Context: an optimization exercise on an open-source flow, tuned for small area, a short achievable clock period and few clock cycles. The choices shown serve that exercise and are no tape-out recipe.
RTL that was checked went through simulation tests only; none was proved equivalent to the original.
For runs 1 to 3 and 5, only the layout was checked, not whether the RTL still works.
No activity file was given, so power comes from the tool's default toggle rates.

File: flow/config.mk
export PLATFORM = sky130hd
export DESIGN_NAME = cpu_pipeline
export DESIGN_NICKNAME = cpu_pipeline
export VERILOG_FILES = /design/flow/design.v
export SDC_FILE = /design/flow/constraint.sdc
export NUM_CORES = 8
export LEC_CHECK = 0
export ABC_CLOCK_PERIOD_IN_PS = 4000
export CAP_MARGIN = 30
export CORE_MARGIN = 2
export CORE_UTILIZATION = 40
export SETUP_SLACK_MARGIN = 3.5
export SLEW_MARGIN = 20
export SYNTH_HIERARCHICAL = 1
export SYNTH_MINIMUM_KEEP_SIZE = 0
export TNS_END_PERCENT = 20
File: flow/constraint.sdc
create_clock -name core_clock -period 8.0 [get_ports {clk}]
set_input_delay 1.6000 -clock core_clock [delete_from_list [all_inputs] [get_ports {clk}]]
set_output_delay 1.6000 -clock core_clock [all_outputs]
set_load 0.01 [all_outputs]
File: flow/run.sh
#!/bin/bash
# synth_recipe.tcl (not shown) runs the flow's synth.tcl, then flattens the netlist and writes it again
# the make line also repeats each setting of config.mk as NAME=value (left out here)
make -C /OpenROAD-flow-scripts/flow DESIGN_CONFIG=/design/flow/config.mk WORK_HOME=/design/flow/orfs CLKGATE_MAP_FILE= SYNTH_SCRIPT=/design/flow/synth_recipe.tcl finish
File: flow/design.v
module ex_alu(
    input wire [(32-1):0] a,
    input wire [(32-1):0] b,
    input wire [2:0] funct3,
    input wire sub,           
    input wire arith,         
    output wire [(32-1):0] result,
    output wire lt_s,         
    output wire lt_u          
);
    wire [32:0] sum = {1'b0, a} + {1'b0, b} + {32'd0, sub};
    assign lt_u = ~sum[32];
    assign lt_s = (a[31] ^ b[31]) ? sum[31] : a[31];
    wire [31:0] x = a ^ b;
    wire left = (funct3 == 3'b001);
    reg [31:0] a_rev;
    integer i;
    always @(*) begin
        for (i = 0; i < 32; i = i + 1) a_rev[i] = a[31 - i];
    end
    wire [31:0] sh_in = left ? a_rev : a;
    wire [32:0] sh_ext = {arith & ~left & a[31], sh_in};
    wire [32:0] sh_out = $signed(sh_ext) >>> b[4:0];
    reg [31:0] sh_rev;
    always @(*) begin
        for (i = 0; i < 32; i = i + 1) sh_rev[i] = sh_out[31 - i];
    end
    reg [31:0] r;
    always @(*) begin
        case (funct3)
            3'b000: r = sum[31:0];
            3'b001: r = sh_rev;
            3'b010: r = {31'd0, lt_s};
            3'b011: r = {31'd0, lt_u};
            3'b100: r = x;
            3'b101: r = sh_out[31:0];
            3'b110: r = a | b;
            default: r = a & b;
        endcase
    end
    assign result = r;
endmodule
module ex_branch(
    input wire [(32-1):0] a,
    input wire [(32-1):0] b,
    input wire [2:0] funct3,
    output wire taken
);
    wire eq = (a == b);
    wire lt_u = (a < b);
    wire lt_s = (a[31] ^ b[31]) ? a[31] : lt_u;
    assign taken = (funct3[2] ? (funct3[1] ? lt_u : lt_s) : eq) ^ funct3[0];
endmodule
module rf_aoi222(input wire a1, a2, b1, b2, c1, c2, output wire y);
    assign y = ~((a1 & a2) | (b1 & b2) | (c1 & c2));
endmodule
module rf_nand2(input wire a, b, output wire y);
    assign y = ~(a & b);
endmodule
module rf_or11n(input wire [10:0] a, output wire y);
    assign y = ~&a;
endmodule
module rf_wmux(input wire s, sn, a, b, output wire y);
    assign y = (s & a) | (sn & b);
endmodule
module rf_read(input wire [31:1] sel, input wire [32*31-1:0] q, output wire [31:0] y);
    genvar b, g;
    generate for (b = 0; b < 32; b = b + 1) begin : bit_
        wire [10:0] t;
        for (g = 0; g < 10; g = g + 1) begin : grp
            rf_aoi222 u(.a1(sel[3*g+1]), .a2(q[32*(3*g+0) + b]),
                        .b1(sel[3*g+2]), .b2(q[32*(3*g+1) + b]),
                        .c1(sel[3*g+3]), .c2(q[32*(3*g+2) + b]),
                        .y(t[g]));
        end
        rf_nand2 u31(.a(sel[31]), .b(q[32*30 + b]), .y(t[10]));
        rf_or11n o(.a(t), .y(y[b]));
    end endgenerate
endmodule
module registers(
    input wire clk,
    input wire [4:0] rs1_addr,
    input wire [4:0] rs2_addr,
    input wire [4:0] rd_addr,
    input wire [(32-1):0] rd_data,
    input wire rd_en,
    output wire [(32-1):0] rs1_out,
    output wire [(32-1):0] rs2_out
);
    reg [32*31-1:0] q;      
    wire [32*31-1:0] d;
    wire [31:1] sel1, sel2, we;
    genvar i, b;
    generate for (i = 1; i < 32; i = i + 1) begin : reg_
        assign sel1[i] = (rs1_addr == i);
        assign sel2[i] = (rs2_addr == i);
        assign we[i] = rd_en & (rd_addr == i);
        for (b = 0; b < 32; b = b + 1) begin : bit_
            rf_wmux m(.s(we[i]), .sn(~we[i]), .a(rd_data[b]), .b(q[32*(i-1) + b]), .y(d[32*(i-1) + b]));
        end
    end endgenerate
    always @(posedge clk)
        q <= d;
    rf_read p1(.sel(sel1), .q(q), .y(rs1_out));
    rf_read p2(.sel(sel2), .q(q), .y(rs2_out));
endmodule
module cpu_pipeline(
    input wire clk,
    input wire rst_n,
    output wire ibus_req,
    output wire [(32-1):0] ibus_addr,
    input wire [(32-1):0] ibus_rdata,
    input wire ibus_ready,
    output wire dbus_req,
    output wire dbus_we,
    output wire [(32-1):0] dbus_addr,
    output wire [(32-1):0] dbus_wdata,
    output wire [1:0] dbus_size,
    input wire [(32-1):0] dbus_rdata,
    input wire dbus_ready
);
    reg ex_valid;
    reg ex_redirect;     
    reg [31:0] ex_rs1;
    reg [31:0] ex_b;     
    reg ex_sub;
    reg [31:0] ex_addr;  
    reg [4:0] ex_rd;
    reg [2:0] ex_f3;
    reg ex_f7;           
    reg ex_wr;           
    reg ex_link;         
    reg ex_upper;        
    reg ex_ld, ex_st;
    reg [31:2] fetch_q;
    reg fetch_inc;
    wire [31:2] seq_pc = fetch_q + {29'd0, fetch_inc};
    wire [31:0] wb_data;
    wire ex_mem = ex_ld | ex_st;
    wire replay = ex_valid & ex_mem & ~dbus_ready;
    wire accept = ibus_ready & ~replay;
    wire [31:2] fetch_pc = ex_redirect ? ex_addr[31:2] : seq_pc;
    assign ibus_addr = {fetch_pc, 2'b00};
    assign ibus_req = ~replay;
    always @(posedge clk or negedge rst_n) begin
        if (!rst_n) begin
            fetch_q <= 30'd0;
            fetch_inc <= 1'b0;
        end
        else begin
            if (!replay)
                fetch_q <= fetch_pc;
            fetch_inc <= accept;
        end
    end
    wire [31:0] inst = ibus_rdata;
    wire [6:0] opc = inst[6:0];
    wire d_lui   = (opc == 7'b0110111);
    wire d_auipc = (opc == 7'b0010111);
    wire d_jal   = (opc == 7'b1101111);
    wire d_jalr  = (opc == 7'b1100111);
    wire d_br    = (opc == 7'b1100011);
    wire d_ld    = (opc == 7'b0000011);
    wire d_st    = (opc == 7'b0100011);
    wire d_opimm = (opc == 7'b0010011);
    wire d_op    = (opc == 7'b0110011);
    wire d_wr = (d_lui | d_auipc | d_jal | d_jalr | d_ld | d_opimm | d_op) & (inst[11:7] != 5'd0);
    wire d_sub = ((d_op | d_opimm) & (inst[14:13] == 2'b01)) |
                 (d_op & inst[30] & (inst[14:12] == 3'b000));
    wire [31:0] imm_i = {{20{inst[31]}}, inst[31:20]};
    wire [31:0] imm_s = {{20{inst[31]}}, inst[31:25], inst[11:7]};
    wire [31:0] imm_b = {{19{inst[31]}}, inst[31], inst[7], inst[30:25], inst[11:8], 1'b0};
    wire [31:0] imm_j = {{11{inst[31]}}, inst[31], inst[19:12], inst[20], inst[30:21], 1'b0};
    wire [31:0] imm_u = {inst[31:12], 12'd0};
    wire [31:0] imm = d_st ? imm_s :
                      d_br ? imm_b :
                      d_jal ? imm_j :
                      (d_lui | d_auipc) ? imm_u : imm_i;
    wire [4:0] rs1 = inst[19:15];
    wire [4:0] rs2 = inst[24:20];
    wire [31:0] rf_rs1, rf_rs2;
    wire wb_en = ex_valid & ex_wr;
    registers registers(
        .clk(clk),
        .rs1_addr(rs1),
        .rs2_addr(rs2),
        .rd_addr(ex_rd),
        .rd_data(wb_data),
        .rd_en(wb_en & ~replay),
        .rs1_out(rf_rs1),
        .rs2_out(rf_rs2)
    );
    wire fwd1 = wb_en & (ex_rd == rs1);
    wire fwd2 = wb_en & (ex_rd == rs2);
    wire [31:0] rs1v = fwd1 ? wb_data : rf_rs1;
    wire [31:0] rs2v = fwd2 ? wb_data : rf_rs2;
    wire base_pc = d_br | d_jal | d_auipc;
    wire base_rs1 = d_ld | d_st | d_jalr;
    wire [31:0] base = ({32{base_pc}} & {fetch_pc, 2'b00}) | ({32{base_rs1}} & rs1v);
    wire [31:0] addr = base + imm;
    wire br_taken;
    ex_branch ex_branch(
        .a(rs1v),
        .b(rs2v),
        .funct3(inst[14:12]),
        .taken(br_taken)
    );
    always @(posedge clk or negedge rst_n) begin
        if (!rst_n) begin
            ex_valid <= 1'b0;
            ex_redirect <= 1'b0;
        end
        else begin
            ex_valid <= accept;
            ex_redirect <= accept & (d_jal | d_jalr | (d_br & br_taken));
        end
    end
    always @(posedge clk) begin
        ex_rs1 <= rs1v;
        ex_b <= {32{d_sub}} ^ (d_opimm ? imm_i : rs2v);
        ex_sub <= d_sub;
        ex_addr <= addr;
        ex_rd <= inst[11:7];
        ex_f3 <= inst[14:12];
        ex_f7 <= inst[30];
        ex_wr <= d_wr;
        ex_link <= d_jal | d_jalr;
        ex_upper <= d_lui | d_auipc;
        ex_ld <= d_ld;
        ex_st <= d_st;
    end
    wire [31:0] alu_out;
    ex_alu alu(
        .a(ex_rs1),
        .b(ex_b),
        .funct3(ex_f3),
        .sub(ex_sub),
        .arith(ex_f7),
        .result(alu_out),
        .lt_s(),
        .lt_u()
    );
    wire [31:0] ld_data;
    assign ld_data[7:0] = dbus_rdata[7:0];
    assign ld_data[15:8] = (ex_f3 == 3'b000) ? {8{dbus_rdata[7]}} : dbus_rdata[15:8];
    assign ld_data[31:16] = (ex_f3 == 3'b000) ? {16{dbus_rdata[7]}} :
                            (ex_f3 == 3'b001) ? {16{dbus_rdata[15]}} : dbus_rdata[31:16];
    assign wb_data = ex_ld ? ld_data :
                     ex_link ? {seq_pc, 2'b00} :
                     ex_upper ? ex_addr : alu_out;
    assign dbus_req = ex_valid & ex_mem;
    assign dbus_we = ex_st;
    assign dbus_addr = ex_addr;
    assign dbus_wdata = ex_b;
    assign dbus_size = {~ex_f3[1] & ex_f3[0], ~ex_f3[1] & ~ex_f3[0]};
endmodule
==> results.toml, run 1 <==
[cts]
cts_sinks = 1135
insertion_delay_ps = 810
clockBufferDepth = 3
cts_max_level = 3
cts_buffers = 119
cts_tree = "done"
path_clk_slew_ps = 60
cts_root_buffer = "clkbuf_16"

[setup_path]
slowest_delay_ps = 580
cp_max_fo = 24
r2r_slack_ps = 1610
critPathLaunchType = "input port"
critPathTopFamily = "simple AND/OR/NAND/NOR gates"
end_kind = "flop"
path_cells = "clkdlybuf4s15_1, or3b_4, buf_4, nor2_4, buf_4, a222oi_1, nand4_1, or3_1, mux2_2, nand2_1, o21ai_0, ha_2, o21ai_1, nor2_4, nand3_4, buf_4, buf_6, buf_6, buf_6, a21oi_4, o21ai_2, a21oi_2, mux2i_1, nand2_1"
cp_slowest_cell = "or3_1"
crit_buf_inv = 7
cp.arrival_ps = 7110
path_class = "input port to flop"
worstPathRequired_ps = 8670

[pwr]
power_leakage_nw = 26.14
power_density_mw_per_mm2 = 196.1
vdd_ir_drop_max_mv = 0.1794

[global_routing]
grt_pass1_vias = 52610
grt_pass1_wl_um = 401200
grt_max_degree = 42
antenna_found_initial = 23
overflow = 0
grt.total_usage_pct = 39.77

[timing]
whs_ps = 496.3
hold_viol = 0
setup_viol = 0
final.period_utilization_pct = 80.53
fmax_ghz = 0.1552
rsz0062_at_grt = "true"
period_needed_ps = 6443
setup-tns-final_ps = 0
slew_violations = 0
skew_ps = 105.8
worst_pin_slew_ps = 1105
maxSlewHeadroom_pct = 26.19

[detailed_routing]
detail-route-antenna-nets = 0
vias = 57520
drc = 0
vias_per_cell = 7.417
drt_iter0_markers = 13970
firstDrtPassIters = 14
wl_per_cell_um = 37.43
wirelength_um = 290300

[floorplan]
die-area_mm2 = 0.1385
num_rows = 135
pin_count = 169
initial_core_util_pct = 40.18
die_y_um = 372.2
core_mm2 = 0.1350
die_x_um = 372.2

[worst_hold_path]
min_path_type = "flop to flop"

[cells_and_area]
fin_nets = 6068
drive_above_1_share_pct = 20.26
final_cell_mix = "dfxtp_1, a22o_1, a222oi_1"
syn_to_final_growth_pct = 26.88
final_common_cell = "dfxtp_1"

[yosys]
synth_warnings = 9
syn_area_per_cell_um2 = 10.29
syn-instance-count = 5270
syn-cell-area_mm2 = 0.05422

[job]
drv_cap = 0

[place]
io_buffers = 166
dp_hpwl_um = 192600
gp_congestion = 1.040

[status]
status = "timing/DRC/antenna clean"
[metal layers]
metal	track usage [%]	vias to the layer above	part of all wire [%]
li1	-	23560	-
met1	49.30	28070	36
met2	58.63	4797	42
met3	11.93	1077	13
met4	28.40	22	9.1
met5	0	-	0.047
[sequential cells by signal, summed over array words and instances (netlist names)]
name,cells
fetch_q,30
ex_f3,3
ex_ld,1
ex_rd,5
ex_sub,1
fetch_inc,1
ex_upper,1
ex_redirect,1
ex_link,1
ex_wr,1
registers.q,992
ex_f7,1
ex_addr,32
ex_rs1,32
ex_b,32
ex_st,1
[cell type report]
cell class	count	area (um^2)
Sequential cell	1135	23000
Clock buffer	164	3408
Fill cell	12150	66170
Inverter	152	590.6
Clock inverter	57	693.2
Antenna cell	8	20.02
Timing Repair inverter	1	8.758
Multi-Input combinational cell	3846	32520
Timing Repair Buffer	611	6321
Tap cell	1781	2228
[path summary, 6_finish.rpt]
path | from | endpoint | depth (start not counted)
setup / recovery | ibus_rdata[18] | ex_addr[21] | 24
hold / removal | registers.q[37] | registers.q[37] | 1
setup reg to reg | ex_rs1[1] | ex_addr[24] | 31
hold reg to reg | registers.q[37] | registers.q[37] | 1
max in group asynchronous | rst_n | fetch_q[4] | 2
min in group asynchronous | rst_n | fetch_q[17] | 2
[metrics by stage]
step                instance area (um^2)  std cells  util (%)  worst slack [ps]  power [W]
floorplan                          54720       5271         -              2161   0.006720
global placement                   60380       7311     44.74             577.6   0.007473
detailed placement                 61010       7338     45.21             592.7   0.007487
CTS                                67510       7683     50.02              1635    0.01334
global route                       68780       7748     50.96              1446    0.01379
finish                             68790       7755     50.97              1557    0.01349
[report_power, final]
part,switching [W],internal [W],leakage (nW)
combinational,0.00105,0.000660,14.8
clock,0.00251,0.00332,2.02
sequential,0.000160,0.00579,9.32
total,0.00372,0.00976,26.1
[repair_timing]
action,4_1_cts,5_1_grt
setup endpoints to repair,945,610
hold buffers,0,0
gates resized for setup,344,152
pin swaps,102,69
setup buffers,116,48
cloned,8,5
==> inputs of run 2 (changes only) <==
--- a/flow/design.v
+++ b/flow/design.v
@@ -1,17 +1,61 @@
+module add_xor32(input wire [31:0] a, input wire [31:0] b, output wire [31:0] y);
+    assign y = a ^ b;
+endmodule
+module add_and32(input wire [31:0] a, input wire [31:0] b, output wire [31:0] y);
+    assign y = a & b;
+endmodule
+module add_carry32(
+    input wire [31:0] g,
+    input wire [31:0] p,
+    input wire cin,
+    output wire [32:0] c
+);
+    wire [32:0] gl [0:6];
+    wire [32:0] pl [0:6];
+    assign gl[0] = {g, cin};
+    assign pl[0] = {p, 1'b0};
+    genvar l, i;
+    generate for (l = 0; l < 6; l = l + 1) begin : lv
+        for (i = 0; i < 33; i = i + 1) begin : pos
+            if (i >= (1 << l)) begin : m
+                assign gl[l+1][i] = gl[l][i] | (pl[l][i] & gl[l][i - (1 << l)]);
+                assign pl[l+1][i] = pl[l][i] & pl[l][i - (1 << l)];
+            end else begin : t
+                assign gl[l+1][i] = gl[l][i];
+                assign pl[l+1][i] = pl[l][i];
+            end
+        end
+    end endgenerate
+    assign c = gl[6];
+endmodule
+module add32(
+    input wire [31:0] a,
+    input wire [31:0] b,
+    input wire cin,
+    output wire [31:0] sum,
+    output wire cout
+);
+    wire [31:0] p, g;
+    wire [32:0] c;
+    add_xor32 px(.a(a), .b(b), .y(p));
+    add_and32 gx(.a(a), .b(b), .y(g));
+    add_carry32 cy(.g(g), .p(p), .cin(cin), .c(c));
+    add_xor32 sx(.a(p), .b(c[31:0]), .y(sum));
+    assign cout = c[32];
+endmodule
 module ex_alu(
     input wire [(32-1):0] a,
     input wire [(32-1):0] b,
     input wire [2:0] funct3,
     input wire sub,           
     input wire arith,         
-    output wire [(32-1):0] result,
-    output wire lt_s,         
-    output wire lt_u          
+    output wire [(32-1):0] result
 );
-    wire [32:0] sum = {1'b0, a} + {1'b0, b} + {32'd0, sub};
-    assign lt_u = ~sum[32];
-    assign lt_s = (a[31] ^ b[31]) ? sum[31] : a[31];
-    wire [31:0] x = a ^ b;
+    wire [31:0] sum;
+    wire cout;
+    add32 add(.a(a), .b(b), .cin(sub), .sum(sum), .cout(cout));
+    wire lt_u = ~cout;
+    wire lt_s = (a[31] ^ b[31]) ? sum[31] : a[31];
     wire left = (funct3 == 3'b001);
     reg [31:0] a_rev;
     integer i;
@@ -28,11 +72,11 @@
     reg [31:0] r;
     always @(*) begin
         case (funct3)
-            3'b000: r = sum[31:0];
+            3'b000: r = sum;
             3'b001: r = sh_rev;
             3'b010: r = {31'd0, lt_s};
             3'b011: r = {31'd0, lt_u};
-            3'b100: r = x;
+            3'b100: r = a ^ b;
             3'b101: r = sh_out[31:0];
             3'b110: r = a | b;
             default: r = a & b;
@@ -40,15 +84,60 @@
     end
     assign result = r;
 endmodule
+module br_eqv(input wire [31:0] a, input wire [31:0] b, output wire [31:0] y);
+    assign y = ~(a ^ b);
+endmodule
+module br_tree(
+    input wire [31:0] a,
+    input wire [31:0] b,
+    input wire [31:0] eq,      
+    output wire eq_all,
+    output wire lt_u,
+    output wire lt_s
+);
+    wire [31:0] lt = ~a & b;   
+    wire [30:0] l0 = lt[30:0], e0 = eq[30:0];
+    wire [15:0] l1, e1;
+    wire [7:0] l2, e2;
+    wire [3:0] l3, e3;
+    wire [1:0] l4, e4;
+    genvar i;
+    generate
+        for (i = 0; i < 15; i = i + 1) begin : s1
+            assign l1[i] = l0[2*i+1] | (e0[2*i+1] & l0[2*i]);
+            assign e1[i] = e0[2*i+1] & e0[2*i];
+        end
+        assign l1[15] = l0[30];
+        assign e1[15] = e0[30];
+        for (i = 0; i < 8; i = i + 1) begin : s2
+            assign l2[i] = l1[2*i+1] | (e1[2*i+1] & l1[2*i]);
+            assign e2[i] = e1[2*i+1] & e1[2*i];
+        end
+        for (i = 0; i < 4; i = i + 1) begin : s3
+            assign l3[i] = l2[2*i+1] | (e2[2*i+1] & l2[2*i]);
+            assign e3[i] = e2[2*i+1] & e2[2*i];
+        end
+        for (i = 0; i < 2; i = i + 1) begin : s4
+            assign l4[i] = l3[2*i+1] | (e3[2*i+1] & l3[2*i]);
+            assign e4[i] = e3[2*i+1] & e3[2*i];
+        end
+    endgenerate
+    wire l5 = l4[1] | (e4[1] & l4[0]);
+    wire e5 = e4[1] & e4[0];
+    assign eq_all = eq[31] & e5;
+    assign lt_u = lt[31] | (eq[31] & l5);
+    assign lt_s = (a[31] & ~b[31]) | (eq[31] & l5);
+endmodule
 module ex_branch(
     input wire [(32-1):0] a,
     input wire [(32-1):0] b,
     input wire [2:0] funct3,
     output wire taken
 );
-    wire eq = (a == b);
-    wire lt_u = (a < b);
-    wire lt_s = (a[31] ^ b[31]) ? a[31] : lt_u;
+    wire [31:0] eqv;
+    wire eq, lt_u, lt_s;
+    br_eqv ev(.a(a), .b(b), .y(eqv));
+    br_tree t(.a(a), .b(b), .eq(eqv), .eq_all(eq), .lt_u(lt_u), .lt_s(lt_s));
     assign taken = (funct3[2] ? (funct3[1] ? lt_u : lt_s) : eq) ^ funct3[0];
 endmodule
 module rf_aoi222(input wire a1, a2, b1, b2, c1, c2, output wire y);
@@ -120,26 +209,25 @@
     input wire dbus_ready
 );
     reg ex_valid;
-    reg ex_redirect;     
     reg [31:0] ex_rs1;
     reg [31:0] ex_b;     
     reg ex_sub;
-    reg [31:0] ex_addr;  
+    reg [31:0] ex_imm;
     reg [4:0] ex_rd;
     reg [2:0] ex_f3;
     reg ex_f7;           
     reg ex_wr;           
-    reg ex_link;         
-    reg ex_upper;        
-    reg ex_ld, ex_st;
+    reg ex_lui, ex_auipc, ex_jal, ex_jalr, ex_br, ex_ld, ex_st;
     reg [31:2] fetch_q;
     reg fetch_inc;
     wire [31:2] seq_pc = fetch_q + {29'd0, fetch_inc};
     wire [31:0] wb_data;
+    wire redirect;
+    wire [31:0] target;
     wire ex_mem = ex_ld | ex_st;
     wire replay = ex_valid & ex_mem & ~dbus_ready;
     wire accept = ibus_ready & ~replay;
-    wire [31:2] fetch_pc = ex_redirect ? ex_addr[31:2] : seq_pc;
+    wire [31:2] fetch_pc = redirect ? target[31:2] : seq_pc;
     assign ibus_addr = {fetch_pc, 2'b00};
     assign ibus_req = ~replay;
     always @(posedge clk or negedge rst_n) begin
@@ -194,38 +282,26 @@
     wire fwd2 = wb_en & (ex_rd == rs2);
     wire [31:0] rs1v = fwd1 ? wb_data : rf_rs1;
     wire [31:0] rs2v = fwd2 ? wb_data : rf_rs2;
-    wire base_pc = d_br | d_jal | d_auipc;
-    wire base_rs1 = d_ld | d_st | d_jalr;
-    wire [31:0] base = ({32{base_pc}} & {fetch_pc, 2'b00}) | ({32{base_rs1}} & rs1v);
-    wire [31:0] addr = base + imm;
-    wire br_taken;
-    ex_branch ex_branch(
-        .a(rs1v),
-        .b(rs2v),
-        .funct3(inst[14:12]),
-        .taken(br_taken)
-    );
     always @(posedge clk or negedge rst_n) begin
-        if (!rst_n) begin
+        if (!rst_n)
             ex_valid <= 1'b0;
-            ex_redirect <= 1'b0;
-        end
-        else begin
+        else
             ex_valid <= accept;
-            ex_redirect <= accept & (d_jal | d_jalr | (d_br & br_taken));
-        end
     end
     always @(posedge clk) begin
         ex_rs1 <= rs1v;
         ex_b <= {32{d_sub}} ^ (d_opimm ? imm_i : rs2v);
         ex_sub <= d_sub;
-        ex_addr <= addr;
+        ex_imm <= imm;
         ex_rd <= inst[11:7];
         ex_f3 <= inst[14:12];
         ex_f7 <= inst[30];
         ex_wr <= d_wr;
-        ex_link <= d_jal | d_jalr;
-        ex_upper <= d_lui | d_auipc;
+        ex_lui <= d_lui;
+        ex_auipc <= d_auipc;
+        ex_jal <= d_jal;
+        ex_jalr <= d_jalr;
+        ex_br <= d_br;
         ex_ld <= d_ld;
         ex_st <= d_st;
     end
@@ -236,21 +312,33 @@
         .funct3(ex_f3),
         .sub(ex_sub),
         .arith(ex_f7),
-        .result(alu_out),
-        .lt_s(),
-        .lt_u()
+        .result(alu_out)
+    );
+    wire [31:0] pc_rel;
+    add32 pc_add(.a({fetch_q, 2'b00}), .b(ex_imm), .cin(1'b0), .sum(pc_rel), .cout());
+    wire [31:0] rs_rel;
+    add32 rs_add(.a(ex_rs1), .b(ex_imm), .cin(1'b0), .sum(rs_rel), .cout());
+    wire br_taken;
+    ex_branch ex_branch(
+        .a(ex_rs1),
+        .b(ex_b),
+        .funct3(ex_f3),
+        .taken(br_taken)
     );
+    assign redirect = ex_valid & (ex_jal | ex_jalr | (ex_br & br_taken));
+    assign target = ex_jalr ? rs_rel : pc_rel;
     wire [31:0] ld_data;
     assign ld_data[7:0] = dbus_rdata[7:0];
     assign ld_data[15:8] = (ex_f3 == 3'b000) ? {8{dbus_rdata[7]}} : dbus_rdata[15:8];
     assign ld_data[31:16] = (ex_f3 == 3'b000) ? {16{dbus_rdata[7]}} :
                             (ex_f3 == 3'b001) ? {16{dbus_rdata[15]}} : dbus_rdata[31:16];
     assign wb_data = ex_ld ? ld_data :
-                     ex_link ? {seq_pc, 2'b00} :
-                     ex_upper ? ex_addr : alu_out;
+                     (ex_jal | ex_jalr) ? {seq_pc, 2'b00} :
+                     ex_lui ? ex_imm :
+                     ex_auipc ? pc_rel : alu_out;
     assign dbus_req = ex_valid & ex_mem;
     assign dbus_we = ex_st;
-    assign dbus_addr = ex_addr;
+    assign dbus_addr = rs_rel;
     assign dbus_wdata = ex_b;
     assign dbus_size = {~ex_f3[1] & ex_f3[0], ~ex_f3[1] & ~ex_f3[0]};
 endmodule
==> flow/config.mk (replaced) <==
export PLATFORM = sky130hd
export DESIGN_NAME = cpu_pipeline
export DESIGN_NICKNAME = cpu_pipeline
export VERILOG_FILES = /design/flow/design.v
export SDC_FILE = /design/flow/constraint.sdc
export NUM_CORES = 8
export LEC_CHECK = 0
export CAP_MARGIN = 30
export CORE_MARGIN = 2
export CORE_UTILIZATION = 40
export SLEW_MARGIN = 20
export SYNTH_HIERARCHICAL = 1
export SYNTH_MINIMUM_KEEP_SIZE = 0
==> run 2 against run 1 <==
  * First-iteration DRC count down 3.2%
  * Sequential cell count up 2
  * Clock power up 7.5%
  * Register-to-register slack worse by 170 ps
  * Hold slack worse by 1.5 ps
  * Non-clock buffer count down 210
  * Sequential power up 3.9%
  * Worst setup slack worse by 420 ps
==> results.toml, run 2 <==
[status]
status = "timing/DRC/antenna clean"

[pwr]
power_switching_w = 0.004680
clock_power_share_pct = 41.6
power_leakage_nw = 25.68
power.internal_w = 0.01037
vdd_ir_drop_max_mv = 0.1630
comb_power_share_pct = 17.3
seqPwrFrac_pct = 41.1
power_density_mw_per_mm2 = 224.3
swShare_pct = 31.10
totalPowerFinal_w = 0.01505

[detailed_routing]
wirelength_um = 306800
drt_iter0_markers = 13510
drc = 0
wl_per_cell_um = 38.63
vias_per_cell = 7.438
vias = 59080
detail-route-antenna-nets = 0
firstDrtPassIters = 14

[cells_and_area]
post-route-cell-area_mm2 = 0.06710
largest_register = "registers.q"
syn_to_final_growth_pct = 18.53
final_common_cell = "dfxtp_1"
largest_reg_flops = 992
nFillCells = 13200
multi_input_area_mm2 = 0.03335
fin_nets = 6075
ff_latch_area_mm2 = 0.02293
drive_above_1_share_pct = 12.34
final_cell_mix = "dfxtp_1, a22o_1, a222oi_1"

[floorplan]
pin_count = 169
die_x_um = 380.2
initial_core_util_pct = 40.13
die_y_um = 380.2
die-area_mm2 = 0.1446
num_rows = 138
core_mm2 = 0.1411

[setup_path]
reg2reg_from = "ex_b[4]"
path_class = "flop to output pin"
end_kind = "output pin"
critPathLaunchType = "flop"
worstPathRequired_ps = 6400
cp.arrival_ps = 5260
r2r_slack_ps = 1440
r2r_end = "registers.q[153]"
r2r_cells = 14
cp_max_fo = 34

[timing]
period_needed_ps = 6860
maxSlewHeadroom_pct = 22.91
final.period_utilization_pct = 85.75
hold_viol = 0
skew_ps = 45.10
setup-tns-final_ps = 0
slew_violations = 0
setup_viol = 0
fin_ws_ps = 1140
fmax_ghz = 0.1458
worst_pin_slew_ps = 1155
rsz0062_at_grt = "false"

[global_routing]
grt_max_degree = 55
grt.total_usage_pct = 40.35
grt_pass1_wl_um = 426900
met2_usage_pct = 61.14
grt_pass1_vias = 55040
antenna_found_initial = 15
overflow = 0
grt.met1_usage_pct = 49.94
gr-max-usage-layer = "met2"
grt.met3_usage_pct = 10.25

[yosys]
syn-cell-area_mm2 = 0.05661
synth_warnings = 10
syn_area_per_cell_um2 = 10.20
syn-instance-count = 5552

[place]
placed_area_mm2 = 0.06258
gp_congestion = 1.048
io_buffers = 166
place_ws_ps = 1749
dp_hpwl_um = 197400

[cts]
cts_max_level = 4
cts_tree = "done"
holdBufCountCts = 0
cts_buffers = 131
insertion_delay_ps = 780
ctsResizeCount = 0
cts_root_buffer = "clkbuf_16"
path_clk_slew_ps = 60
clockBufferDepth = 3
postCtsSetupBuffers = 0
cts_sinks = 1137

[job]
drv_cap = 0

[worst_hold_path]
min_path_type = "flop to flop"
min_to = "registers.q[521]"
hold_depth = 1
worstHoldStart = "registers.q[521]"
run 2: cell count changes in the layout (fill, tap and decap cells not counted), sizes merged, moves of 57 or more:
cell	delta
and2	+95
buf	-203
ha	-64
nand2	-57
o21ai	-62
xor2	+179
run 2: worst max-delay path by stage:
stage                     slack (ps)            end  depth (start not counted)       start
after floorplan                 2470        ex_b[9]                         15     ex_b[1]
after global placement          1760  ibus_addr[20]                         14  ex_rs1[21]
after detailed placement        1750  ibus_addr[20]                         14  ex_rs1[21]
after CTS                        910  ibus_addr[26]                         14  ex_rs1[21]
after global routing            1000  ibus_addr[23]                         15  ex_rs1[25]
final                           1140  ibus_addr[26]                         15  ex_rs1[21]
run 2: final cells by class:
type | count | area share (%)
flip-flops and latches | 1137 | 34.16
clock buffers | 189 | 5.739
well taps | 1890 | 3.524
diodes | 7 | 0.02610
clock inverters | 49 | 0.9081
multi-input cells | 4159 | 49.69
repair buffers | 401 | 5.323
inverters | 111 | 0.6209
run 2: critical path: stages (launching register included):
cell and delay [ps]:
dfxtp_1 1010, xnor2_1 220, and3_2 230, nand4_2 120, nor2_2 190, o211ai_1 150, a41oi_1 220, mux2i_1 100
a21oi_1 270, xor2_1 110, a211oi_1 290, nand2b_2 370, buf_12 240, a211oi_1 80, a31oi_1 260, clkdlybuf4s50_1 580
run 2: metrics by stage:
step	utilization (%)	cells	hold slack, ps
global placement	44.22	7686	472.7
global route	47.56	7936	506.5
detailed placement	44.36	7695	474.9
CTS	47.52	7933	496.5
finish	47.57	7943	494.8
floorplan	-	5561	459.9
run 2: metal layers:
layer / up-vias / wire length [um] / part of all wire (%)
met5: - / 48 / 0.016
met4: 8 / 26360 / 8.6
met3: 1030 / 37640 / 12
met2: 5013 / 131400 / 43
met1: 28790 / 111300 / 36
li1: 24240 / - / -
run 2: power groups by stage:
stage	logic [W]	clock network (W)	registers, W
2_1_floorplan	0.00147	0	0.00613
3_3_place_gp	0.00250	0	0.00628
3_5_place_dp	0.00249	0	0.00628
4_1_cts	0.00251	0.00628	0.00616
5_1_grt	0.00270	0.00651	0.00620
6_report	0.00260	0.00627	0.00618
==> inputs of run 3 (changes only) <==
--- a/flow/config.mk
+++ b/flow/config.mk
@@ -8,6 +8,7 @@
 export CAP_MARGIN = 30
 export CORE_MARGIN = 2
 export CORE_UTILIZATION = 40
+export SETUP_SLACK_MARGIN = 3.0
 export SLEW_MARGIN = 20
 export SYNTH_HIERARCHICAL = 1
 export SYNTH_MINIMUM_KEEP_SIZE = 0
==> run 3 against run 2 <==
  * Sequential power about the same
  * Non-clock buffer count increased by 110
  * Global-route usage decreased by 1.0 points
  * Critical path type unchanged
==> results.toml, run 3 <==
[setup_path]
path_cells = "buf_6, xnor2_1, and3b_1, o21ai_1, a31oi_2, a31oi_2, a41oi_1, mux2i_1, a21oi_4, xor2_2, a211oi_2, buf_4, nor2b_4, buf_4, buf_16, a21oi_2, clkdlybuf4s15_1"
r2r_end = "ex_rs1[22]"
worstPathRequired_ps = 6400
cp_max_fo = 13
reg2reg_from = "ex_rs1[2]"
cp_slowest_cell = "dfxtp_1"
path_class = "flop to output pin"
end_kind = "output pin"
slowest_delay_ps = 330
cp.arrival_ps = 4240
crit_buf_inv = 5
r2r_cells = 21
critPathLaunchType = "flop"
r2r_slack_ps = 2660
setup.worst_path.start = "ex_rs1[18]"
critPathTopFamily = "compound AO/OA/AOI/OAI gates"

[place]
io_buffers = 166
place_ws_ps = 1755
placed_area_mm2 = 0.06282
dp_hpwl_um = 193200
gp_congestion = 1.095

[cts]
insertion_delay_ps = 790
cts_buffers = 119
cts_sinks = 1137
cts_max_level = 3
cts_tree = "done"
path_clk_slew_ps = 70
clockBufferDepth = 3
holdBufCountCts = 0
cts_root_buffer = "clkbuf_16"

[global_routing]
grt_pass1_vias = 55380
grt_pass1_wl_um = 419400
grt.total_usage_pct = 39.32
grt_max_degree = 55
antenna_found_initial = 16
overflow = 0

[cells_and_area]
largest_reg_flops = 992
drive_above_1_share_pct = 18.62
final_util_pct = 49.51
final_cell_mix = "dfxtp_1, a22o_1, a222oi_1"
syn_to_final_growth_pct = 23.38
fin_nets = 6176
largest_register = "registers.q"
final_common_cell = "dfxtp_1"
post-route-cell-area_mm2 = 0.06985

[pwr]
swShare_pct = 31.16
comb_power_share_pct = 18.6
seqPwrFrac_pct = 41.2
power_switching_w = 0.004666
clock_power_share_pct = 40.2
power.internal_w = 0.01031
power_density_mw_per_mm2 = 214.4
vdd_ir_drop_max_mv = 0.1973
power_leakage_nw = 26.72

[yosys]
syn-instance-count = 5552
synth_warnings = 10
syn_area_per_cell_um2 = 10.20
syn-cell-area_mm2 = 0.05661

[worst_hold_path]
min_path_type = "flop to flop"
min_to = "registers.q[149]"
worstHoldStart = "registers.q[149]"
hold_depth = 1

[timing]
fin_ws_ps = 2165
whs_ps = 492.1
maxSlewHeadroom_pct = 29.12
fmax_ghz = 0.1714
setup_viol = 0
rsz0062_at_grt = "true"
period_needed_ps = 5835
skew_ps = 48.63
slew_violations = 0
setup-tns-final_ps = 0
final.period_utilization_pct = 72.94
hold_viol = 0
worst_pin_slew_ps = 1050

[floorplan]
initial_core_util_pct = 40.13
num_rows = 138
die_x_um = 380.2
die_y_um = 380.2
pin_count = 169
die-area_mm2 = 0.1446
core_mm2 = 0.1411

[detailed_routing]
wirelength_um = 300800
drc = 0
drt_iter0_markers = 14150
wl_per_cell_um = 37.41
firstDrtPassIters = 14
vias_per_cell = 7.455
vias = 59930
detail-route-antenna-nets = 0

[job]
drv_cap = 0

[status]
status = "timing/DRC/antenna clean"
-- run 3: final cells by class --
class,count,area (um^2)
Timing Repair Buffer,511,4913
Fill cell,12830,71220
Multi-Input combinational cell,4162,34860
Inverter,111,427.9
Clock inverter,49,640.6
Clock buffer,174,3568
Sequential cell,1137,23060
Tap cell,1890,2365
Antenna cell,5,12.51
-- run 3: power groups by stage --
stage,clock [W],combinational [W],sequential (W)
3_3_place_gp,0,0.00242,0.00626
4_1_cts,0.00603,0.00254,0.00614
3_5_place_dp,0,0.00243,0.00627
6_report,0.00602,0.00279,0.00616
2_1_floorplan,0,0.00147,0.00613
5_1_grt,0.00626,0.00288,0.00618
-- run 3: timing repair --
action | in CTS | in global routing
gates cloned | 6 | 0
endpoints found under the hold margin | 0 | 0
pin swaps | 48 | 34
resized for setup | 447 | 192
setup endpoints to repair | 910 | 830
buffers inserted | 82 | 37
-- run 3: routing by layer --
metal | vias up | global-route usage (%) | routed length, um
met5 | - | 0.9259 | 258
met4 | 18 | 31.02 | 28600
met3 | 1190 | 12.06 | 40420
met2 | 5244 | 57.46 | 124800
met1 | 29060 | 47.84 | 106700
li1 | 24410 | - | -
-- run 3: worst max path at each step --
| stage | end | slack (ps) | depth (start not counted) |
|---|---|---|---|
| 3_3_place_gp | ibus_addr[28] | 1730 | 15 |
| 2_1_floorplan | ex_b[15] | 3090 | 15 |
| 3_5_place_dp | ibus_addr[28] | 1760 | 15 |
| 6_report | ibus_addr[4] | 2160 | 17 |
| 5_1_grt | ibus_addr[31] | 2080 | 17 |
| 4_1_cts | ibus_addr[26] | 2290 | 17 |
-- run 3: metrics by stage --
step | power (W) | cells
5_1_grt | 0.01532 | 8035
2_1_floorplan | 0.007602 | 5561
6_report | 0.01498 | 8039
3_3_place_gp | 0.008680 | 7660
3_5_place_dp | 0.008695 | 7681
4_1_cts | 0.01471 | 7992
==> inputs of run 4 (changes only) <==
--- a/flow/design.v
+++ b/flow/design.v
@@ -33,9 +33,10 @@
     input wire [31:0] b,
     input wire cin,
     output wire [31:0] sum,
-    output wire cout
+    output wire cout,
+    output wire [31:0] p,     
+    output wire [31:0] g      
 );
-    wire [31:0] p, g;
     wire [32:0] c;
     add_xor32 px(.a(a), .b(b), .y(p));
     add_and32 gx(.a(a), .b(b), .y(g));
@@ -51,9 +52,9 @@
     input wire arith,         
     output wire [(32-1):0] result
 );
-    wire [31:0] sum;
+    wire [31:0] sum, x, n;
     wire cout;
-    add32 add(.a(a), .b(b), .cin(sub), .sum(sum), .cout(cout));
+    add32 add(.a(a), .b(b), .cin(sub), .sum(sum), .cout(cout), .p(x), .g(n));
     wire lt_u = ~cout;
     wire lt_s = (a[31] ^ b[31]) ? sum[31] : a[31];
     wire left = (funct3 == 3'b001);
@@ -76,10 +77,10 @@
             3'b001: r = sh_rev;
             3'b010: r = {31'd0, lt_s};
             3'b011: r = {31'd0, lt_u};
-            3'b100: r = a ^ b;
+            3'b100: r = x;
             3'b101: r = sh_out[31:0];
-            3'b110: r = a | b;
-            default: r = a & b;
+            3'b110: r = x | n;
+            default: r = n;
         endcase
     end
     assign result = r;
@@ -219,8 +220,7 @@
     reg ex_wr;           
     reg ex_lui, ex_auipc, ex_jal, ex_jalr, ex_br, ex_ld, ex_st;
     reg [31:2] fetch_q;
-    reg fetch_inc;
-    wire [31:2] seq_pc = fetch_q + {29'd0, fetch_inc};
+    wire [31:2] seq_pc = fetch_q + {29'd0, ex_valid};
     wire [31:0] wb_data;
     wire redirect;
     wire [31:0] target;
@@ -231,15 +231,10 @@
     assign ibus_addr = {fetch_pc, 2'b00};
     assign ibus_req = ~replay;
     always @(posedge clk or negedge rst_n) begin
-        if (!rst_n) begin
+        if (!rst_n)
             fetch_q <= 30'd0;
-            fetch_inc <= 1'b0;
-        end
-        else begin
-            if (!replay)
-                fetch_q <= fetch_pc;
-            fetch_inc <= accept;
-        end
+        else if (!replay)
+            fetch_q <= fetch_pc;
     end
     wire [31:0] inst = ibus_rdata;
     wire [6:0] opc = inst[6:0];
@@ -315,9 +310,9 @@
         .result(alu_out)
     );
     wire [31:0] pc_rel;
-    add32 pc_add(.a({fetch_q, 2'b00}), .b(ex_imm), .cin(1'b0), .sum(pc_rel), .cout());
+    add32 pc_add(.a({fetch_q, 2'b00}), .b(ex_imm), .cin(1'b0), .sum(pc_rel), .cout(), .p(), .g());
     wire [31:0] rs_rel;
-    add32 rs_add(.a(ex_rs1), .b(ex_imm), .cin(1'b0), .sum(rs_rel), .cout());
+    add32 rs_add(.a(ex_rs1), .b(ex_imm), .cin(1'b0), .sum(rs_rel), .cout(), .p(), .g());
     wire br_taken;
     ex_branch ex_branch(
         .a(ex_rs1),
==> run 4 against run 3 <==
  * Design area up 0.12%
  * Hold slack better by 4.9 ps
  * Register-to-register slack worse by 140 ps
  * Power up 0.13%
  * Count of clock-buffer cells in the layout up 2
  * Utilization up 1.2 points
  * Sequential power about the same
  * Largest cell class unchanged
==> results.toml, run 4 <==
[status]
status = "timing/DRC/antenna clean"

[global_routing]
grt_pass1_vias = 55250
grt.total_usage_pct = 39.55
grt_pass1_wl_um = 412200
antenna_found_initial = 15
overflow = 0
grt_max_degree = 55

[detailed_routing]
vias = 60010
wirelength_um = 297600
wl_per_cell_um = 37.64
firstDrtPassIters = 14
drt_iter0_markers = 13420
vias_per_cell = 7.589
drc = 0
detail-route-antenna-nets = 0

[pwr]
power_density_mw_per_mm2 = 214.4
power_leakage_nw = 26.25
vdd_ir_drop_max_mv = 0.2042

[setup_path]
end_kind = "output pin"
slowest_delay_ps = 470
critPathLaunchType = "flop"
critPathTopFamily = "compound AO/OA/AOI/OAI gates"
cp.arrival_ps = 3970
crit_buf_inv = 3
cp_max_fo = 5
r2r_slack_ps = 2520
cp_slowest_cell = "dfxtp_4"
path_cells = "xor2_4, and3_4, a31o_4, o211ai_1, buf_4, a21oi_4, o21ai_4, buf_6, o41ai_4, xor2_2, mux2_2, mux2_4, buf_6"
path_class = "flop to output pin"
worstPathRequired_ps = 6400
cpMostUsedCell = "buf_6"

[cts]
cts_max_level = 3
cts_sinks = 1137
cts_tree = "done"
cts_root_buffer = "clkbuf_16"
path_clk_slew_ps = 70
holdBufCountCts = 0
cts_buffers = 119
insertion_delay_ps = 820
clockBufferDepth = 3

[floorplan]
die_y_um = 377.1
die-area_mm2 = 0.1422
pin_count = 169
initial_core_util_pct = 40.39
core_mm2 = 0.1378
num_rows = 136
die_x_um = 377.1

[place]
place_ws_ps = 1966
gp_congestion = 1.104
dp_hpwl_um = 189100
io_buffers = 166

[cells_and_area]
multi_input_area_mm2 = 0.03447
final_cell_mix = "dfxtp_1, a22o_1, a222oi_1"
syn_to_final_growth_pct = 25.62
nFillCells = 12330
fin_nets = 6070
drive_above_1_share_pct = 20.76
largest_register = "registers.q"
final_common_cell = "dfxtp_1"
largest_reg_flops = 992
ff_latch_area_mm2 = 0.02315

[timing]
setup-tns-final_ps = 0
fmax_ghz = 0.1795
slew_violations = 0
hold_viol = 0
fin_ws_ps = 2430
final.period_utilization_pct = 69.62
setup_viol = 0
skew_ps = 84.68
worst_pin_slew_ps = 1210
maxSlewHeadroom_pct = 18.49
period_needed_ps = 5570
rsz0062_at_grt = "true"

[yosys]
synth_warnings = 10
syn-cell-area_mm2 = 0.05567
syn_area_per_cell_um2 = 10.19
syn-instance-count = 5462

[worst_hold_path]
min_path_type = "flop to flop"

[job]
drv_cap = 0
## run 4: cell types whose count changed in the layout (fill, tap and decap cells not counted), moves of 17 or more
cell      previous run  this run
dfxtp_4             25        46
dfxtp_1           1043      1023
o21ai_0             74       106
a21oi_1            145       101
inv_1              102        60
xor2_1             157       118
ha_1                66         2
a211oi_1            28        11
xor2_2              35        63
## run 4: worst paths after layout
path | start | endpoint | cells past startpoint
setup / recovery | ex_imm[3] | ibus_addr[31] | 13
hold / removal | registers.q[630] | registers.q[630] | 1
setup reg to reg | ex_b[27] | fetch_q[11] | 35
hold reg to reg | registers.q[630] | registers.q[630] | 1
max in group asynchronous | rst_n | fetch_q[6] | 2
min in group asynchronous | rst_n | fetch_q[10] | 2
## run 4: per-layer routing
layer	global-route usage (%)	routed length [um]	up-vias
li1	-	-	24220
met5	0.4803	92	-
met1	46.87	102200	29050
met3	11.86	39830	1364
met4	34.34	32520	10
met2	58.09	123000	5369
## run 4: worst register-to-register path, delay by kind of cell (launching register included)
family                    cells  cell delay (ps)
DFF                           1              380
and+or+nand+nor               5              760
muxes                         2              370
xor gates and xnor gates      2              410
AOI/OAI and AO/OA             6              970
buffers and inverters        20             2500
## run 4: what timing repair did
action,in CTS,in global routing
setup buffers,127,47
gates resized for setup,488,240
pin swaps,63,35
setup endpoints to repair,815,862
cloned,5,3
## run 4: power by group
| part | leakage (nW) | total [W] | internal [W] | switching [W] |
|---|---|---|---|---|
| Combinational | 14.9 | 0.00299 | 0.00117 | 0.00182 |
| Sequential | 9.33 | 0.00614 | 0.00580 | 0.000339 |
| Clock | 2.01 | 0.00587 | 0.00330 | 0.00257 |
## run 4: metrics by stage
step | utilization, % | cell area (um^2) | power [W] | hold slack (ps) | std cells
6_report | 50.74 | 69940 | 0.01499 | 497.0 | 7908
5_1_grt | 50.72 | 69910 | 0.01533 | 504.4 | 7899
4_1_cts | 49.66 | 68450 | 0.01463 | 496.4 | 7844
3_5_place_dp | 44.85 | 61820 | 0.008531 | 474.7 | 7488
3_3_place_gp | 44.27 | 61020 | 0.008510 | 472.4 | 7450
2_1_floorplan | - | 55710 | 0.007487 | 459.9 | 5471
## run 4: area by class of cell
cell class / instances / area share, %
sequential: 1137 / 33.11
timing repair buffer: 565 / 8.126
inverter: 67 / 0.3668
multi-input combinational: 4110 / 49.28
tap: 1794 / 3.210
clock inverter: 48 / 0.8910
clock buffer: 176 / 4.979
antenna: 11 / 0.03936
Testbench counts of run 4, summed over its fixed seeds: cycles 77,558.
==> inputs of run 5 (changes only) <==
--- a/flow/design.v
+++ b/flow/design.v
@@ -47,17 +47,21 @@
 module ex_alu(
     input wire [(32-1):0] a,
     input wire [(32-1):0] b,
-    input wire [2:0] funct3,
     input wire sub,           
     input wire arith,         
-    output wire [(32-1):0] result
+    input wire left,          
+    output wire [(32-1):0] sum,
+    output wire [(32-1):0] x,      
+    output wire [(32-1):0] n,      
+    output wire [(32-1):0] shl,
+    output wire [(32-1):0] shr,
+    output wire lt_s,         
+    output wire lt_u          
 );
-    wire [31:0] sum, x, n;
     wire cout;
     add32 add(.a(a), .b(b), .cin(sub), .sum(sum), .cout(cout), .p(x), .g(n));
-    wire lt_u = ~cout;
-    wire lt_s = (a[31] ^ b[31]) ? sum[31] : a[31];
-    wire left = (funct3 == 3'b001);
+    assign lt_u = ~cout;
+    assign lt_s = (a[31] ^ b[31]) ? sum[31] : a[31];
     reg [31:0] a_rev;
     integer i;
     always @(*) begin
@@ -70,20 +74,8 @@
     always @(*) begin
         for (i = 0; i < 32; i = i + 1) sh_rev[i] = sh_out[31 - i];
     end
-    reg [31:0] r;
-    always @(*) begin
-        case (funct3)
-            3'b000: r = sum;
-            3'b001: r = sh_rev;
-            3'b010: r = {31'd0, lt_s};
-            3'b011: r = {31'd0, lt_u};
-            3'b100: r = x;
-            3'b101: r = sh_out[31:0];
-            3'b110: r = x | n;
-            default: r = n;
-        endcase
-    end
-    assign result = r;
+    assign shl = sh_rev;
+    assign shr = sh_out[31:0];
 endmodule
 module br_eqv(input wire [31:0] a, input wire [31:0] b, output wire [31:0] y);
     assign y = ~(a ^ b);
@@ -132,14 +124,13 @@
 module ex_branch(
     input wire [(32-1):0] a,
     input wire [(32-1):0] b,
-    input wire [2:0] funct3,
-    output wire taken
+    output wire eq,
+    output wire lt_u,
+    output wire lt_s
 );
     wire [31:0] eqv;
-    wire eq, lt_u, lt_s;
     br_eqv ev(.a(a), .b(b), .y(eqv));
     br_tree t(.a(a), .b(b), .eq(eqv), .eq_all(eq), .lt_u(lt_u), .lt_s(lt_s));
-    assign taken = (funct3[2] ? (funct3[1] ? lt_u : lt_s) : eq) ^ funct3[0];
 endmodule
 module rf_aoi222(input wire a1, a2, b1, b2, c1, c2, output wire y);
     assign y = ~((a1 & a2) | (b1 & b2) | (c1 & c2));
@@ -218,7 +209,7 @@
     reg [2:0] ex_f3;
     reg ex_f7;           
     reg ex_wr;           
-    reg ex_lui, ex_auipc, ex_jal, ex_jalr, ex_br, ex_ld, ex_st;
+    reg ex_lui, ex_auipc, ex_jal, ex_jalr, ex_br, ex_ld, ex_st, ex_opimm, ex_op;
     reg [31:2] fetch_q;
     wire [31:2] seq_pc = fetch_q + {29'd0, ex_valid};
     wire [31:0] wb_data;
@@ -299,38 +290,73 @@
         ex_br <= d_br;
         ex_ld <= d_ld;
         ex_st <= d_st;
+        ex_opimm <= d_opimm;
+        ex_op <= d_op;
     end
-    wire [31:0] alu_out;
+    wire [31:0] sum, x, n, shl, shr;
+    wire alu_lts, alu_ltu;
     ex_alu alu(
         .a(ex_rs1),
         .b(ex_b),
-        .funct3(ex_f3),
         .sub(ex_sub),
         .arith(ex_f7),
-        .result(alu_out)
+        .left(ex_f3 == 3'b001),
+        .sum(sum),
+        .x(x),
+        .n(n),
+        .shl(shl),
+        .shr(shr),
+        .lt_s(alu_lts),
+        .lt_u(alu_ltu)
     );
     wire [31:0] pc_rel;
     add32 pc_add(.a({fetch_q, 2'b00}), .b(ex_imm), .cin(1'b0), .sum(pc_rel), .cout(), .p(), .g());
     wire [31:0] rs_rel;
     add32 rs_add(.a(ex_rs1), .b(ex_imm), .cin(1'b0), .sum(rs_rel), .cout(), .p(), .g());
-    wire br_taken;
+    wire eq, lt_u, lt_s;
     ex_branch ex_branch(
         .a(ex_rs1),
         .b(ex_b),
-        .funct3(ex_f3),
-        .taken(br_taken)
+        .eq(eq),
+        .lt_u(lt_u),
+        .lt_s(lt_s)
     );
-    assign redirect = ex_valid & (ex_jal | ex_jalr | (ex_br & br_taken));
+    wire exb = ex_valid & ex_br;
+    wire c_beq  = exb & (ex_f3 == 3'b000);
+    wire c_bne  = exb & (ex_f3 == 3'b001);
+    wire c_blt  = exb & (ex_f3 == 3'b100);
+    wire c_bge  = exb & (ex_f3 == 3'b101);
+    wire c_bltu = exb & (ex_f3 == 3'b110);
+    wire c_bgeu = exb & (ex_f3 == 3'b111);
+    assign redirect = (ex_valid & (ex_jal | ex_jalr)) |
+                      (c_beq & eq) | (c_bne & ~eq) |
+                      (c_blt & lt_s) | (c_bge & ~lt_s) |
+                      (c_bltu & lt_u) | (c_bgeu & ~lt_u);
     assign target = ex_jalr ? rs_rel : pc_rel;
     wire [31:0] ld_data;
     assign ld_data[7:0] = dbus_rdata[7:0];
     assign ld_data[15:8] = (ex_f3 == 3'b000) ? {8{dbus_rdata[7]}} : dbus_rdata[15:8];
     assign ld_data[31:16] = (ex_f3 == 3'b000) ? {16{dbus_rdata[7]}} :
                             (ex_f3 == 3'b001) ? {16{dbus_rdata[15]}} : dbus_rdata[31:16];
-    assign wb_data = ex_ld ? ld_data :
-                     (ex_jal | ex_jalr) ? {seq_pc, 2'b00} :
-                     ex_lui ? ex_imm :
-                     ex_auipc ? pc_rel : alu_out;
+    wire ex_alu_op = ex_opimm | ex_op;
+    wire s_sum  = ex_alu_op & (ex_f3 == 3'b000);
+    wire s_sll  = ex_alu_op & (ex_f3 == 3'b001);
+    wire s_slt  = ex_alu_op & (ex_f3 == 3'b010);
+    wire s_sltu = ex_alu_op & (ex_f3 == 3'b011);
+    wire s_sr   = ex_alu_op & (ex_f3 == 3'b101);
+    wire s_x    = ex_alu_op & ((ex_f3 == 3'b100) | (ex_f3 == 3'b110));   
+    wire s_n    = ex_alu_op & ((ex_f3 == 3'b110) | (ex_f3 == 3'b111));   
+    wire s_link = ex_jal | ex_jalr;
+    assign wb_data = ({32{s_sum}} & sum) |
+                     ({32{s_sll}} & shl) |
+                     ({32{s_sr}} & shr) |
+                     ({32{s_x}} & x) |
+                     ({32{s_n}} & n) |
+                     {31'd0, (s_slt & alu_lts) | (s_sltu & alu_ltu)} |
+                     ({32{ex_ld}} & ld_data) |
+                     ({32{s_link}} & {seq_pc, 2'b00}) |
+                     ({32{ex_lui}} & ex_imm) |
+                     ({32{ex_auipc}} & pc_rel);
     assign dbus_req = ex_valid & ex_mem;
     assign dbus_we = ex_st;
     assign dbus_addr = rs_rel;
==> run 5 against run 4 <==
  * Power fell by 2.4%
  * Wire length rose by 0.57%
  * Synthesized area rose by 0.31%
  * Maximum frequency rose by 0.74%
  * Still clean
  * Hold slack got worse by 2.3 ps
  * Global-route usage rose by 0.23 points
==> results.toml, run 5 <==
[timing]
skew_ps = 68.01
maxSlewHeadroom_pct = 20.11
hold_viol = 0
setup-tns-final_ps = 0
fmax_ghz = 0.1809
worst_pin_slew_ps = 1197
period_needed_ps = 5529
rsz0062_at_grt = "true"
whs_ps = 494.7
final.period_utilization_pct = 69.11
slew_violations = 0
setup_viol = 0

[pwr]
power_leakage_nw = 26.02
clock_power_share_pct = 40.7
vdd_ir_drop_max_mv = 0.1944
seqPwrFrac_pct = 41.5
swShare_pct = 30.02
power.internal_w = 0.01024
power_density_mw_per_mm2 = 213.1
comb_power_share_pct = 17.8
power_switching_w = 0.004391

[place]
dp_cells = 7433
gp_congestion = 1.013
dp_hpwl_um = 195600
io_buffers = 166

[cells_and_area]
final_common_cell = "dfxtp_1"
fin_nets = 5880
final_cell_mix = "dfxtp_1, a22o_1, a222oi_1"
nFillCells = 12650
drive_above_1_share_pct = 18.55
largest_register = "registers.q"
syn_to_final_growth_pct = 22.89
final_cells = 7807
largest_reg_flops = 992

[setup_path]
r2r_cells = 15
cp.arrival_ps = 3930
critPathTopFamily = "compound AO/OA/AOI/OAI gates"
critPathLaunchType = "flop"
crit_buf_inv = 4
crit_cells = 15
cpMostUsedCell = "xnor2_1"
path_cells = "buf_8, xnor2_1, and4_1, nand3_1, o221ai_2, o21ai_2, a41oi_1, mux2i_1, xnor2_1, a221oi_4, nor2_4, buf_12, buf_16, mux2_4, buf_6"
cp_slowest_cell = "a221oi_4"
slowest_delay_ps = 430
path_class = "flop to output pin"
cp_max_fo = 16
worstPathRequired_ps = 6400
end_kind = "output pin"

[cts]
cts_root_buffer = "clkbuf_16"
path_clk_slew_ps = 70
cts_buffers = 118
cts_sinks = 1139
insertion_delay_ps = 790
clockBufferDepth = 3
cts_tree = "done"
cts_max_level = 3

[global_routing]
grt_pass1_wl_um = 411100
antenna_found_initial = 47
grt_pass1_vias = 52480
overflow = 0
grt_max_degree = 61
grt.total_usage_pct = 39.78

[floorplan]
die-area_mm2 = 0.1426
pin_count = 169
num_rows = 137
die_y_um = 377.6
initial_core_util_pct = 40.17
core_mm2 = 0.1390
die_x_um = 377.6

[detailed_routing]
wl_per_cell_um = 38.34
vias = 58350
firstDrtPassIters = 13
detail-route-antenna-nets = 0
drt_iter0_markers = 13820
vias_per_cell = 7.474
drc = 0
wirelength_um = 299300

[worst_hold_path]
min_path_type = "flop to flop"
hold_depth = 1

[yosys]
synth_warnings = 10
syn-instance-count = 5350
syn-cell-area_mm2 = 0.05584
syn_area_per_cell_um2 = 10.44

[status]
status = "timing/DRC/antenna clean"

[job]
drv_cap = 0
-- run 5: area by class of cell --
class / count / area, um^2 / share of cell area (%)
Clock inverter: 56 / 772.0 / 1.125
Timing Repair Buffer: 500 / 4982 / 7.260
Inverter: 80 / 300.3 / 0.4376
Multi-Input combinational cell: 3971 / 33690 / 49.10
Sequential cell: 1139 / 23090 / 33.65
Antenna cell: 23 / 57.56 / 0.08387
Clock buffer: 162 / 3379 / 4.925
Tap cell: 1876 / 2347 / 3.420
-- run 5: per-stage QoR --
stage	setup WS (ps)	power, W	utilization [%]	instance area [um^2]
3_3_place_gp	1813	0.008323	43.93	61070
3_5_place_dp	1864	0.008333	44.33	61630
4_1_cts	2540	0.01444	48.77	67800
6_report	2471	0.01463	49.36	68630
2_1_floorplan	3094	0.007368	-	55880
5_1_grt	2398	0.01496	49.33	68580
-- run 5: timing repair --
item	CTS	global route
setup buffers	99	19
hold buffers	0	0
gates resized for setup	433	92
gates cloned	4	1
pin swaps	46	26
setup endpoints to repair	665	391
-- run 5: path summary, 6_finish.rpt --
path	endpoint	slack (ps)	from
min	registers.q[147]	490	registers.q[147]
max in group asynchronous	fetch_q[17]	6490	rst_n
max	ibus_addr[2]	2470	ex_rs1[12]
min in group asynchronous	fetch_q[8]	950	rst_n
min reg2reg	registers.q[147]	490	registers.q[147]
max reg2reg	ex_rs1[21]	2910	ex_f3[1]
-- run 5: power groups by stage --
stage | logic (W) | clock network, W | registers, W
final | 0.00260 | 0.00595 | 0.00608
after global routing | 0.00268 | 0.00619 | 0.00609
after CTS | 0.00243 | 0.00596 | 0.00605
after detailed placement | 0.00215 | 0 | 0.00618
after global placement | 0.00214 | 0 | 0.00618
after floorplan | 0.00130 | 0 | 0.00606
-- run 5: per-layer routing --
metal / routed length, um / global-route usage (%) / share of wire (%) / vias to the layer above
met5: 378 / 0.9605 / 0.13 / -
met4: 22410 / 24.49 / 7.5 / 36
met3: 42140 / 13.93 / 14 / 1021
met2: 124200 / 58.02 / 41 / 4947
met1: 110200 / 49.94 / 37 / 28640
li1: - / - / - / 23710
-- run 5: worst register-to-register path, cell delays in order, from the launching register on --
cell      delay [ps]
dfxtp_1          560
nand2b_1         470
nor2_4           100
buf_4            210
buf_4            170
nand3b_1         340
nand2_1          300
a21oi_1          100
a221o_1          310
a222oi_1         710
mux2i_1          280
nor3_1           360
a211oi_1          90
nand3_1          230
or2_4            520
mux2_2           300

separate check: timing with driven ports:
How much do the figures lean on ideal ports? The routed layouts below were timed once more, with nothing changed but the port constraints.
Step 1 sets driving cells, clkbuf_16 on the clock port and buf_2 on the other inputs (assumed; they add their load-dependent delay and slew).
Step 2, shift: input delay + t, output delay - t, t = (earliest + latest rising clock arrival at the registers) / 2. This alone moves slack from input paths to output paths.
Three values: ideal, step 1, step 2; two values: the first two.
| run | t, ns | setup slack, ns | hold WS [ns] | worst setup path at the end |
|---|---|---|---|---|
| run 1 | 0.834 | 1.557 / 1.530 / 0.696 | 0.496 / 0.496 / 0.496 | input to register |
| run 2 | 0.845 | 1.140 / 1.052 / 1.436 | 0.495 / 0.495 / 0.495 | register to register |
| run 3 | 0.851 | 2.165 / 2.076 / 2.021 | 0.492 / 0.492 / 0.492 | input to register |
| run 4 | 0.861 | 2.430 / 2.347 / 1.949 | 0.497 / 0.497 / 0.497 | input to register |
| run 5 | 0.847 | 2.471 / 2.385 / 2.096 | 0.495 / 0.495 / 0.495 | input to register |
After both steps every run listed still meets setup and hold. For run 1, which loses most, drivers alone change the setup slack by -0.027 ns; drivers and shift together by -0.861 ns.
